This is an optimization exercise on Yosys and OpenROAD, whose aim is small area and a short achievable clock period, not a production implementation.
Function was checked by simulation only, so behaviour that the tests miss may differ from the original.

==> build 59: inputs <==
## matrix_multiplication
module matrix_multiplication (
    input clk,
    input reset,
    input start,
    input [127:0] A,
    input [127:0] B,
    output reg [127:0] C,
    output reg done
);
    wire one1 = B[0];
    wire two2 = B[1] & ~B[0];
    wire one3 = B[2] ^ B[1];
    wire two4 = (B[3] ^ B[2]) & ~(B[2] ^ B[1]);
    wire one5 = B[4] ^ B[3];
    wire two6 = (B[5] ^ B[4]) & ~(B[4] ^ B[3]);
    wire one7 = B[6] ^ B[5];
    wire two8 = (B[7] ^ B[6]) & ~(B[6] ^ B[5]);
    wire one9 = B[8] ^ B[7];
    wire two10 = (B[9] ^ B[8]) & ~(B[8] ^ B[7]);
    wire one11 = B[10] ^ B[9];
    wire two12 = (B[11] ^ B[10]) & ~(B[10] ^ B[9]);
    wire one13 = B[12] ^ B[11];
    wire two14 = (B[13] ^ B[12]) & ~(B[12] ^ B[11]);
    wire one15 = B[14] ^ B[13];
    wire two16 = (B[15] ^ B[14]) & ~(B[14] ^ B[13]);
    wire one17 = B[16] ^ B[15];
    wire two18 = (B[17] ^ B[16]) & ~(B[16] ^ B[15]);
    wire one19 = B[18] ^ B[17];
    wire two20 = (B[19] ^ B[18]) & ~(B[18] ^ B[17]);
    wire one21 = B[20] ^ B[19];
    wire two22 = (B[21] ^ B[20]) & ~(B[20] ^ B[19]);
    wire one23 = B[22] ^ B[21];
    wire two24 = (B[23] ^ B[22]) & ~(B[22] ^ B[21]);
    wire one25 = B[24] ^ B[23];
    wire two26 = (B[25] ^ B[24]) & ~(B[24] ^ B[23]);
    wire one27 = B[26] ^ B[25];
    wire two28 = (B[27] ^ B[26]) & ~(B[26] ^ B[25]);
    wire one29 = B[28] ^ B[27];
    wire two30 = (B[29] ^ B[28]) & ~(B[28] ^ B[27]);
    wire one31 = B[30] ^ B[29];
    wire two32 = (B[31] ^ B[30]) & ~(B[30] ^ B[29]);
    wire one33 = B[32];
    wire two34 = B[33] & ~B[32];
    wire one35 = B[34] ^ B[33];
    wire two36 = (B[35] ^ B[34]) & ~(B[34] ^ B[33]);
    wire one37 = B[36] ^ B[35];
    wire two38 = (B[37] ^ B[36]) & ~(B[36] ^ B[35]);
    wire one39 = B[38] ^ B[37];
    wire two40 = (B[39] ^ B[38]) & ~(B[38] ^ B[37]);
    wire one41 = B[40] ^ B[39];
    wire two42 = (B[41] ^ B[40]) & ~(B[40] ^ B[39]);
    wire one43 = B[42] ^ B[41];
    wire two44 = (B[43] ^ B[42]) & ~(B[42] ^ B[41]);
    wire one45 = B[44] ^ B[43];
    wire two46 = (B[45] ^ B[44]) & ~(B[44] ^ B[43]);
    wire one47 = B[46] ^ B[45];
    wire two48 = (B[47] ^ B[46]) & ~(B[46] ^ B[45]);
    wire one49 = B[48] ^ B[47];
    wire two50 = (B[49] ^ B[48]) & ~(B[48] ^ B[47]);
    wire one51 = B[50] ^ B[49];
  ...
export LEC_CHECK = 0
export CAP_MARGIN = 0
export CORE_MARGIN = 2
export CORE_UTILIZATION = 40
export SLEW_MARGIN = 0
export SYNTH_HIERARCHICAL = 1
create_clock -name core_clock -period 11.0 [get_ports {clk}]
standard.sh (not shown) runs the stock make flow with config.mk's settings and CLKGATE_MAP_FILE= SYNTH_SCRIPT=/design/flow/synth_recipe.tcl, a recipe that flattens the netlist after the stock synthesis.
==> flow/flow/run.sh <==
#!/bin/bash
# Standard synthesis, then a drive-strength pass on the netlist, then the
# standard layout steps; flow/extra.args holds the make settings for them
# (@HERE@ stands for this work folder).
set -euo pipefail
HERE=$(pwd)
R=$HERE/orfs/results/sky130hd/matrix_multiplication/base
EXTRA=()
if [[ -f flow/extra.args ]]; then
  while read -r line; do [[ -n "$line" ]] && EXTRA+=("${line//@HERE@/$HERE}"); done < flow/extra.args
fi
bash standard.sh synth > "$HERE/log_1_synth.txt" 2>&1
cp "$R/1_2_yosys.v" "$HERE/synth_standard.v"
python3 flow/resize.py "$R/1_2_yosys.v" > "$HERE/log_1_resize.txt" 2>&1
rm -f "$R/1_synth.odb" "$R/1_synth.sdc"
bash standard.sh "${EXTRA[@]}" finish > "$HERE/log_2_layout.txt" 2>&1
==> flow/flow/extra.args <==
DONT_BUFFER_PORTS=1
PRE_GLOBAL_PLACE_TCL=@HERE@/flow/pre_gpl.tcl
POST_GLOBAL_PLACE_TCL=@HERE@/flow/post_gpl.tcl
REMOVE_ABC_BUFFERS=1
SETUP_SLACK_MARGIN=2.5
==> flow/flow/post_gpl.tcl <==
# Let the later steps size the port buffers like any other cell.
foreach inst $::my_port_bufs { unset_dont_touch $inst }
==> flow/flow/pre_gpl.tcl <==
# Port buffers: a strong one on each input (the inputs fan out widely) and
# a small one on each output. Synthesis buffers are removed first, as the
# standard step does before it buffers the ports; the port buffers are then
# kept through that step's remove_buffers and freed for sizing afterwards.
remove_buffers
buffer_ports -inputs -buffer_cell sky130_fd_sc_hd__buf_4
buffer_ports -outputs -buffer_cell sky130_fd_sc_hd__buf_1
set ::my_port_bufs {}
foreach inst [get_cells -quiet {input* output*}] {
  lappend ::my_port_bufs $inst
  set_dont_touch $inst
}
puts "port buffers kept: [llength $::my_port_bufs]"
==> flow/flow/resize.py <==
#!/usr/bin/env python3
"""Drive-strength pass on the synthesized netlist: cells that synthesis
picked at a larger drive than their loads need are set to the _1 size.
Only the cell's size changes; its function and pins stay the same."""
import re
import sys

SWAP = {
    'sky130_fd_sc_hd__a22oi_2': 'sky130_fd_sc_hd__a22oi_1',
    'sky130_fd_sc_hd__mux2_2': 'sky130_fd_sc_hd__mux2_1',
    'sky130_fd_sc_hd__a21oi_2': 'sky130_fd_sc_hd__a21oi_1',
}
path = sys.argv[1]
text = open(path).read()
counts = {}


def sub(m):
    counts[m.group(1)] = counts.get(m.group(1), 0) + 1
    return SWAP[m.group(1)] + m.group(2)


pat = re.compile(r'\b(' + '|'.join(re.escape(k) for k in SWAP) + r')(\s+[^\s(]+\s*\()')
text = pat.sub(sub, text)
open(path, 'w').write(text)
for k, v in sorted(counts.items()):
    print(f'{k} -> {SWAP[k]}: {v}')
==> build 26 (differences from build 59) <==
==> flow/flow/run.sh (replaced) <==
#!/bin/bash
# Standard synthesis, then a drive-strength pass on the netlist, then the
# standard layout steps; flow/extra.args holds the make settings for them.
set -euo pipefail
HERE=$(pwd)
R=$HERE/orfs/results/sky130hd/matrix_multiplication/base
EXTRA=()
if [[ -f flow/extra.args ]]; then
  while read -r line; do [[ -n "$line" ]] && EXTRA+=("$line"); done < flow/extra.args
fi
bash standard.sh synth > "$HERE/log_1_synth.txt" 2>&1
cp "$R/1_2_yosys.v" "$HERE/synth_standard.v"
python3 flow/resize.py "$R/1_2_yosys.v" > "$HERE/log_1_resize.txt" 2>&1
rm -f "$R/1_synth.odb" "$R/1_synth.sdc"
bash standard.sh "${EXTRA[@]}" finish > "$HERE/log_2_layout.txt" 2>&1
==> flow/flow/extra.args (replaced) <==
DONT_BUFFER_PORTS=1
PRE_GLOBAL_PLACE_TCL=@HERE@/flow/pre_gpl.tcl
POST_GLOBAL_PLACE_TCL=@HERE@/flow/post_gpl.tcl
REMOVE_ABC_BUFFERS=1
SETUP_SLACK_MARGIN=3
==> summary.txt <==
In synthesized cell count, build 59 and build 26 do not differ.
Build 26 ended with an error in 3_3_place_gp. Build 59 went through all stages and came out clean.
Synthesized area is the same in build 59 and build 26.

-- separate check: timing with driven ports --
The flow's constraints put no driver on any port. The routed layout listed below was extracted and timed again, unchanged, in two steps. Step 1 assumes that a clkbuf_16 drives the clock port and a buf_2 every other input. Step 2 times the ports against the registers' clock, not the clock port: input delays grow and output delays shrink by t, the midpoint of the rising clock arrivals with the driver on. Slacks: ideal ports / drivers / drivers and shift; pairs: ideal ports / drivers.
run: build 59
t (ns): 0.649
setup WS [ns]: 2.489 / 2.353 / 1.705
worst setup path after step 2: input to register
pins driven straight from the clock port: 1
After both steps setup and hold are still met in build 59. For build 59, drivers alone change the setup slack by -0.136 ns; drivers and shift together by -0.784 ns.
